This is an optimization exercise on Yosys and OpenROAD, whose aim is small area, not a production implementation. Only simulation tests tie the RTL to the original design; equivalence was not proved. Power is estimated from default activity; no workload was simulated.

## design/flow/design.v

```verilog
module matrix2 (clk,reset,segout,scanout);
input clk,reset;
output reg[7:0] segout;
output reg[2:0] scanout;
localparam [12:0] DIV = 13'd6103;
reg[12:0] cnt_scan;
reg[6:0] i;
reg clk1;
reg [7:0] q[0:7] ;
wire step = (cnt_scan == DIV) && !clk1;
always@(posedge clk or negedge reset)
begin
	if(!reset) begin
		cnt_scan<=0;
		clk1<=1'b0;
	end
	else begin
		cnt_scan<=cnt_scan+1;
		if (cnt_scan == DIV) begin
			cnt_scan <=0;
			clk1 <= ~clk1;
		end
	end
end
always @(posedge clk or negedge reset)
begin
	if (reset == 0)
	begin
		i <= 7'd0;
		q[0] <= 8'b11111111;
		q[1] <= 8'b11111111;
		q[2] <= 8'b11111111;
		q[3] <= 8'b11111111;
		q[4] <= 8'b11111111;
		q[5] <= 8'b11111111;
		q[6] <= 8'b11111111;
		q[7] <= 8'b11111111;
	end
	else if (step) begin
		case(i)
		1:
		begin
		q[0] <= 8'b11101111;
		i <= i + 7'd1;
		end
		2:
		begin
		q[0] <= 8'b11011111;
		q[1] <= 8'b11011111;
		i <= i + 7'd1;
		end
		3:
		begin
		q[0] <= 8'b10111111;
		q[1] <= 8'b10111111;
		q[2] <= 8'b10111111;
		i <= i + 7'd1;
		end
		4:
		begin
		q[0] <= 8'b01111111;
		q[1] <= 8'b01111111;
		q[2] <= 8'b01111111;
		q[3] <= 8'b01111111;
		i <= i + 7'd1;
		end
		5:
		begin
		q[0] <= 8'b11111111;
		q[1] <= 8'b01111111;
		q[2] <= 8'b01111111;
		q[3] <= 8'b01111111;
		q[4] <= 8'b01111111;
		i <= i + 7'd1;
		end
		6:
		begin
		q[1] <= 8'b11111111;
		q[2] <= 8'b01111111;
		q[3] <= 8'b01111111;
		q[4] <= 8'b01111111;
		q[5] <= 8'b01111111;
		i <= i + 7'd1;
		end
		7:
		begin
		q[2] <= 8'b11111111;
		q[3] <= 8'b01111111;
		q[4] <= 8'b01111111;
		q[5] <= 8'b01111111;
		q[6] <= 8'b01111111;
		i <= i + 7'd1;
		end
		8:
		begin
		q[3] <= 8'b11111111;
		q[4] <= 8'b01111111;
		q[5] <= 8'b01111111;
		q[6] <= 8'b01111111;
		q[7] <= 8'b01111111;
		i <= i + 7'd1;
		end
		9:
		begin
		q[0] <= 8'b11101111;
		i <= i + 7'd1;
		end
		10:
		begin
		q[0] <= 8'b11100111;
		q[1] <= 8'b11101111;
		i <= i + 7'd1;
		end
		11:
		begin
		q[0] <= 8'b11101111;
		q[1] <= 8'b11100111;
		q[2] <= 8'b11101111;
		i <= i + 7'd1;
		end
		12:
		begin
		q[0] <= 8'b11011111;
		q[1] <= 8'b10001111;
		q[2] <= 8'b11111111;
		i <= i + 7'd1;
		end
		13:
		begin
		q[0] <= 8'b11111111;
		q[1] <= 8'b11011111;
		q[2] <= 8'b10001111;
		i <= i + 7'd1;
		end
		14:
		begin
		q[1] <= 8'b11111111;
		q[2] <= 8'b11011111;
		q[3] <= 8'b10001111;
		i <= i + 7'd1;
		end
		15:
		begin
		q[2] <= 8'b11111111;
		q[3] <= 8'b11011111;
		q[4] <= 8'b00001111;
		i <= i + 7'd1;
		end
		16:
		begin
		q[3] <= 8'b11111111;
		q[4] <= 8'b01011111;
		q[5] <= 8'b00001111;
		i <= i + 7'd1;
		end
		17:
		begin
		q[4] <= 8'b01111111;
		q[5] <= 8'b01011111;
		q[6] <= 8'b00001111;
		i <= i + 7'd1;
		end
		18:
		begin
		q[5] <= 8'b01111111;
		q[6] <= 8'b01011111;
		q[7] <= 8'b00001111;
		i <= i + 7'd1;
		end
		19:
		begin
		q[0] <= 8'b11101111;
		i <= i + 7'd1;
		end
		20:
		begin
		q[0] <= 8'b11101111;
		q[1] <= 8'b11101111;
		i <= i + 7'd1;
		end
		21:
		begin
		q[0] <= 8'b11100111;
		q[1] <= 8'b11110111;
		q[2] <= 8'b11110111;
		i <= i + 7'd1;
		end
		22:
		begin
		q[0] <= 8'b11111011;
		q[1] <= 8'b11100011;
		q[2] <= 8'b11111111;
		i <= i + 7'd1;
		end
		23:
		begin
		q[0] <= 8'b11111111;
		q[1] <= 8'b11111101;
		q[2] <= 8'b11110001;
		i <= i + 7'd1;
		end
		24:
		begin
		q[1] <= 8'b11111111;
		q[2] <= 8'b11111110;
		q[3] <= 8'b11111000;
		i <= i + 7'd1;
		end
		25:
		begin
		q[2] <= 8'b11111111;
		q[3] <= 8'b11111110;
		q[4] <= 8'b01111000;
		i <= i + 7'd1;
		end
		26:
		begin
		q[3] <= 8'b11111111;
		q[4] <= 8'b01111110;
		q[5] <= 8'b01111000;
		i <= i + 7'd1;
		end
		27:
		begin
		q[4] <= 8'b01111111;
		q[5] <= 8'b01111110;
		q[6] <= 8'b01011000;
		i <= i + 7'd1;
		end
		28:
		begin
		q[5] <= 8'b01111111;
		q[6] <= 8'b01011110;
		q[7] <= 8'b00001000;
		i <= i + 7'd1;
		end
		29:
		begin
		q[0] <= 8'b11101111;
		i <= i + 7'd1;
		end
		30:
		begin
		q[0] <= 8'b11100111;
		q[1] <= 8'b11101111;
		i <= i + 7'd1;
		end
		31:
		begin
		q[0] <= 8'b11101111;
		q[1] <= 8'b11100111;
		q[2] <= 8'b11101111;
		i <= i + 7'd1;
		end
		32:
		begin
		q[0] <= 8'b11111111;
		q[1] <= 8'b11110111;
		q[2] <= 8'b11110011;
		q[3] <= 8'b11110111;
		i <= i + 7'd1;
		end
		33:
		begin
		q[1] <= 8'b11111111;
		q[2] <= 8'b11110111;
		q[3] <= 8'b11110011;
		q[4] <= 8'b01110111;
		i <= i + 7'd1;
		end
		34:
		begin
		q[2] <= 8'b11111111;
		q[3] <= 8'b11110111;
		q[4] <= 8'b01110011;
		q[5] <= 8'b01110111;
		i <= i + 7'd1;
		end
		35:
		begin
		q[3] <= 8'b11111111;
		q[4] <= 8'b01110111;
		q[5] <= 8'b01110011;
		q[6] <= 8'b01010110;
		i <= i + 7'd1;
		end
		36:
		begin
		q[4] <= 8'b01111111;
		q[5] <= 8'b01110111;
		q[6] <= 8'b01010010;
		q[7] <= 8'b00000000;
		i <= i + 7'd1;
		end
		37:
		begin
		q[4] <= 8'b01111111;
		q[5] <= 8'b01110111;
		q[6] <= 8'b01010010;
		q[7] <= 8'b11111111;
		i <= i + 7'd1;
		end
		38:
		begin
		q[4] <= 8'b11111111;
		q[5] <= 8'b01111111;
		q[6] <= 8'b01110111;
		q[7] <= 8'b01010010;		
		i <= i + 7'd1;
		end
		39:
		begin
		q[0] <= 8'b11101111;
		i <= i + 7'd1;
		end
		40:
		begin
		q[0] <= 8'b11101111;
		q[1] <= 8'b11101111;
		i <= i + 7'd1;
		end
		41:
		begin
		q[0] <= 8'b11001111;
		q[1] <= 8'b11011111;
		q[2] <= 8'b11011111;
		i <= i + 7'd1;
		end
		42:
		begin
		q[0] <= 8'b11111111;
		q[1] <= 8'b11001111;
		q[2] <= 8'b11011111;
		q[3] <= 8'b11011111;
		i <= i + 7'd1;
		end
		43:
		begin
		q[1] <= 8'b11111111;
		q[2] <= 8'b10011111;
		q[3] <= 8'b10111111;
		q[4] <= 8'b10111111;
		i <= i + 7'd1;
		end
		44:
		begin
		q[2] <= 8'b11111111;
		q[3] <= 8'b10011111;
		q[4] <= 8'b10111111;
		q[5] <= 8'b00111111;
		i <= i + 7'd1;
		end
		45:
		begin
		q[3] <= 8'b11111111;
		q[4] <= 8'b10011111;
		q[5] <= 8'b00111111;
		q[6] <= 8'b00110111;
		i <= i + 7'd1;
		end
		46:
		begin
		q[4] <= 8'b11111111;
		q[5] <= 8'b00011111;
		q[6] <= 8'b00110111;
		q[7] <= 8'b00010010;
		i <= i + 7'd1;
		end
		47:
		begin
		q[0] <= 8'b11101111;
		i <= i + 7'd1;
		end
		48:
		begin
		q[0] <= 8'b11001111;
		q[1] <= 8'b11101111;
		i <= i + 7'd1;
		end
		49:
		begin
		q[0] <= 8'b11101111;
		q[1] <= 8'b11100111;
		q[2] <= 8'b11110111;
		i <= i + 7'd1;
		end
		50:
		begin
		q[0] <= 8'b11111111;
		q[1] <= 8'b11110111;
		q[2] <= 8'b11110011;
		q[3] <= 8'b11111011;
		i <= i + 7'd1;
		end
		51:
		begin
		q[1] <= 8'b11111111;
		q[2] <= 8'b11111011;
		q[3] <= 8'b11111001;
		q[4] <= 8'b11111101;
		i <= i + 7'd1;
		end
		52:
		begin
		q[2] <= 8'b11111111;
		q[3] <= 8'b11111011;
		q[4] <= 8'b11111001;
		q[5] <= 8'b00011101;
		i <= i + 7'd1;
		end
		53:
		begin
		q[3] <= 8'b11111111;
		q[4] <= 8'b11111011;
		q[5] <= 8'b00011001;
		q[6] <= 8'b00110101;
		i <= i + 7'd1;
		end
		54:
		begin
		q[4] <= 8'b11111111;
		q[5] <= 8'b00011011;
		q[6] <= 8'b00110001;
		q[7] <= 8'b00010000;
		i <= i + 7'd1;
		end
		55:
		begin
		q[0] <= 8'b10000111;
		i <= i + 7'd1;
		end
		56:
		begin
		q[0] <= 8'b11101111;
		q[1] <= 8'b11101111;
		i <= i + 7'd1;
		end
		57:
		begin
		q[0] <= 8'b11101111;
		q[1] <= 8'b11101111;
		q[2] <= 8'b11101111;
		i <= i + 7'd1;
		end
		58:
		begin
		q[0] <= 8'b11101111;
		q[1] <= 8'b11101111;
		q[2] <= 8'b11101111;
		q[3] <= 8'b11101111;
		i <= i + 7'd1;
		end
		59:
		begin
		q[0] <= 8'b11111111;
		q[1] <= 8'b11101111;
		q[2] <= 8'b11101111;
		q[3] <= 8'b11101111;
		q[4] <= 8'b11101111;
		i <= i + 7'd1;
		end
		60:
		begin
		q[1] <= 8'b11111111;
		q[2] <= 8'b11101111;
		q[3] <= 8'b11101111;
		q[4] <= 8'b11101111;
		q[5] <= 8'b00001011;
		i <= i + 7'd1;
		end
		61:
		begin
		q[2] <= 8'b11111111;
		q[3] <= 8'b11101111;
		q[4] <= 8'b11101111;
		q[5] <= 8'b00001011;
		q[6] <= 8'b00100001;
		i <= i + 7'd1;
		end
		62:
		begin
		q[3] <= 8'b11111111;
		q[4] <= 8'b11101111;
		q[5] <= 8'b00001011;
		q[6] <= 8'b00100001;
		q[7] <= 8'b00000000;
		i <= i + 7'd1;
		end
		63:
		begin
		q[7] <= 8'b11111111;
		i <= i + 7'd1;
		end
		64:
		begin
		q[4] <= 8'b11111111;
		q[5] <= 8'b11101111;
		q[6] <= 8'b00001011;
		q[7] <= 8'b00100001;
		i <= i + 7'd1;
		end
		65:
		begin
		q[4] <= 8'b11111111;
		q[5] <= 8'b11101111;
		q[6] <= 8'b00001011;
		q[7] <= 8'b00100001;
		i <= i + 7'd1;
		end
		default:
		begin
		q[0] <= 8'b11111111;
		q[1] <= 8'b11111111;
		q[2] <= 8'b11111111;
		q[3] <= 8'b11111111;
		q[4] <= 8'b11111111;
		q[5] <= 8'b11111111;
		q[6] <= 8'b11111111;
		q[7] <= 8'b11111111;
		i <= 7'd1;	
		end		
		endcase
	end
end
always@(*)
begin
	scanout = cnt_scan[5:3];
end
	always@(*) 
	begin
		case(scanout)
			0: segout=q[0];
			1: segout=q[1];
			2: segout=q[2];
			3: segout=q[3];
			4: segout=q[4];
			5: segout=q[5];
			6: segout=q[6];
			7: segout=q[7];
		default:
			segout=8'b11111111;
		endcase
	end
endmodule
```

## design/flow/run.sh

```bash
#!/bin/bash
# synth_recipe.tcl (not shown) runs the flow's synth.tcl, then flattens the netlist and writes it again
# the make line also repeats each setting of config.mk as NAME=value (left out here)
make -C /OpenROAD-flow-scripts/flow DESIGN_CONFIG=/design/flow/config.mk WORK_HOME=/design/flow/orfs CLKGATE_MAP_FILE= SYNTH_SCRIPT=/design/flow/synth_recipe.tcl finish
```

## design/flow/config.mk

```make
export PLATFORM = sky130hd
export DESIGN_NAME = matrix2
export DESIGN_NICKNAME = matrix2
export VERILOG_FILES = /design/flow/design.v
export SDC_FILE = /design/flow/constraint.sdc
export NUM_CORES = 4
export LEC_CHECK = 0
export CAP_MARGIN = 20
export CORE_MARGIN = 2
export CORE_UTILIZATION = 40
export SLEW_MARGIN = 20
```

## design/flow/constraint.sdc

```tcl
create_clock -name core_clock -period 10.0 [get_ports {clk}]
set_input_delay 2.0000 -clock core_clock [delete_from_list [all_inputs] [get_ports {clk}]]
set_output_delay 2.0000 -clock core_clock [all_outputs]
set_load 0.01 [all_outputs]
```

==> results.txt <==
## stage by stage
stage               cell area, µm²  power (µW)  util, %  setup WS, ps
floorplan                     6860         338        -          6390
global placement              7050         345     42.2          5440
detailed placement            7050         345     42.2          5350
CTS                           7340         669     43.9          4990
global route                  7360         683     44.1          4810
finish                        7360         662     44.1          4960
## cell type report
| cell class | instances | area [µm²] | area share (%) |
|---|---|---|---|
| inverter | 18 | 67.6 | 0.918 |
| tap | 220 | 275 | 3.74 |
| clock buffer | 10 | 239 | 3.25 |
| timing repair buffer | 31 | 270 | 3.67 |
| clock inverter | 6 | 48.8 | 0.663 |
| multi-input combinational | 626 | 4330 | 58.8 |
| sequential | 82 | 2130 | 28.9 |
## sequential cells by signal, indices dropped and copies added, names as in the netlist
signal and cells:
q 61, i 7, clk1 1, cnt_scan 13
## critical path, stage by stage, from the launching register on
cell             delay (ps)
dfrtp_1                 890
inv_1                   400
nor2_1                  380
a221o_1                 210
o21ai_0                  80
o21ai_0                 170
clkdlybuf4s50_1         560
## cell families after synthesis
kind of cell | synth area share (%)
XOR/XNOR | 1.66
multiplexers | 12.3
flip-flops | 31.0
adder cells (fa/ha/maj) | 0.912
AO/OA/AOI/OAI | 18.4
AND/OR/NAND/NOR | 29.8
buffers and inverters | 5.91
## power by group
group          total [µW]  switching, µW  internal [µW]
clock network         322            144            177
registers             333              0            333
logic                7.22           6.18           1.04
## routing by layer
metal  wire (µm)  up-vias  part of all wire [%]
met5           0        -                     0
met4        1300        0                   4.5
met3        2500       82                   8.7
met2       12500      397                    44
met1       12400     3285                    43
li1            -     2942                     -
## worst max path at each step
stage,from,endpoint,slack [ps],depth (start not counted)
2_1_floorplan,cnt_scan[3],segout[1],6390,6
3_3_place_gp,cnt_scan[3],segout[2],5440,6
3_5_place_dp,cnt_scan[3],segout[2],5350,6
4_1_cts,cnt_scan[3],segout[2],4990,6
5_1_grt,cnt_scan[3],segout[2],4810,6
6_report,cnt_scan[3],segout[2],4960,6
## synthesized netlist by cell type (15+ instances only)
library cell  number  share of area (%)
nor2_1            72                3.9
nand2_1           65                3.6
dfstp_2           61                 23
mux2_2            59                9.7
nand3_1           39                2.8
clkbuf_1          33                1.8
nor3_1            28                2.0
a21oi_1           26                1.9
o21ai_0           24                1.8
dfrtp_1           21                7.7
nor2b_1           20                1.8
buf_2             19                1.4
inv_1             18               0.98
mux2i_1           16                2.3
o22ai_1           15                1.4
==> results.txt <==
* Outcome: no timing/DRC/antenna violations
* Drt total wl at 28,700 µm
* GRT overflow at 0
* Synth warn at 2
* Clock Latency Late Sink at approximately 350 ps
* Final hold violations at 0
* Final Max Slew Viols at 0
* Crit path DAT at 3040 ps
* Slew HR at 24.2%
* Share of cells above drive strength 1 at between 20 and 25%
* Static Leakage at 0.00279 µW
* Largest net degree at the start of global routing at 83
* Fill count at 1,695
* Most common cell after layout, fill and taps aside: nor2_1
* Non-filler cells, final at between 900 and 1k
* GRT Total Usage at 32.1%
* Post-cts sizing count at 0
* I/O pin total at 13
* DR WL/cell at around 29 µm
* GR Util met3 at roughly 7.0%
* CTS Hold Buffers Added at 0
* Placed cell count at 976
* Worst EP required at ~8000 ps
* Post-route minimum period at approximately 5000 ps
* Htree depth at 3
* EDFF count, synth at 0
* Power Density at between 80 and 90 mW/mm²
* Drt pass-1 iters at 6
* Num CTS Buffers at 9
* CTS root buffer: clkbuf_16
* TritonCTS clock tree: done
* Worst r2r path cells at 8
* R2r setup slk at between 5000 and 6000 ps
* Critical path peak fanout at 22
* Postcts setup bufs at 0
* Mapped Cells at 792
* Async set or reset register ratio after synthesis at between 90% and 100%
* Critical Path End Type: output port
* Num rows at 47
* Die height at 135 µm
* Seq/Total Area, Yosys at a little under a third
* Critical setup path kind: flip-flop to output port
* First-pass GRT wire length at 42,800 µm
* Hold Slack at around 470 ps
* Top achievable clock speed at slightly below 200 MHz
* WHS Path Cells at 1
* Number of diodes at 0
* Placer Congestion at ~1
* Width of the die at between 100 and 150 µm
* PortBufs at 12
* DR iter-0 viols at 641
* Hold Startpoint: cnt_scan[0]
* Detailed placer's ending HPWL at approximately 22,000 µm
* Worst hold path type: flip-flop to flip-flop
* Number of global-route vias before repair at approximately 6.4k
* Peak VDD IR at between 80 and 90 µV
* Max-capacitance violation count at 0
* Clk buf depth at 2
* Final setup vio count at 0
* FF-to-FF End: q[1][2]
* Worst-Margin Slew at around 1100 ps
* DR vias/cell at 6.75
* Worst r2r src: i[5]
* Flops & latches, synth at 82
* Syn Nets at 799
* Worst Hold Path EP: cnt_scan[0]
* Initial antenna violation count at 0
* Clock transition at the registers of the reported paths at approximately 60 ps
* Clk sinks at approximately 80
* Area grow syn2layout at 7.22%
* Net count, final at roughly 780
* Avg Cell Area, Syn at around 8.7 µm²
* Placeable Area at 0.0167 mm²
* Netlist cell types at between 80 and 90
* Initial core utilization at about two fifths
* Via count at about 6.7k
* Post-route ant nets at 0
* Met1 Use GR at between 40% and 50%
* RSZ-0062 raised after global routing: false
* Top_reg_cell synth: dfstp_2
* Gr busiest metal: met2
* Worst Setup Start Kind: flip-flop
* Final Skew at around 9.9 ps
* Most frequent cells in the layout: 72 x nor2_1, 65 x nand2_1, 61 x dfstp_2
* Die ar. at roughly 0.018 mm²
* DRC violations left at 0
* Met2 Use GR at a little under 50%
* Synth Cell Area at about 0.0069 mm²
* Period utilisation layout at 50.4%
* Setup TNS at 0 ps

## re-timing with driven ports
The results above use ideal ports. As a check the final layout listed here was re-extracted and re-timed, cells and wires unchanged.
Step 1: set_driving_cell puts a clkbuf_16 on clk and a buf_2 on each other input, an assumption about the parent block.
Step 2 times the ports against the registers' clock, not the clock port: input delays grow and output delays shrink by t, the midpoint of the rising clock arrivals with the driver on.
Slacks: no drivers / after step 1 / after step 2; pairs: no drivers / after step 1.
shift t [ns]: 0.393
slack for setup (ns): 4.960 / 4.912 / 5.305
hold slack, ns: 0.468 / 0.468 / 0.468
worst setup path after step 2: register to output
worst slew at a driven data input, ns: 0.03
After both steps this run still meets setup and hold. For this run, drivers alone change the setup slack by -0.048 ns; drivers and shift together by +0.345 ns.
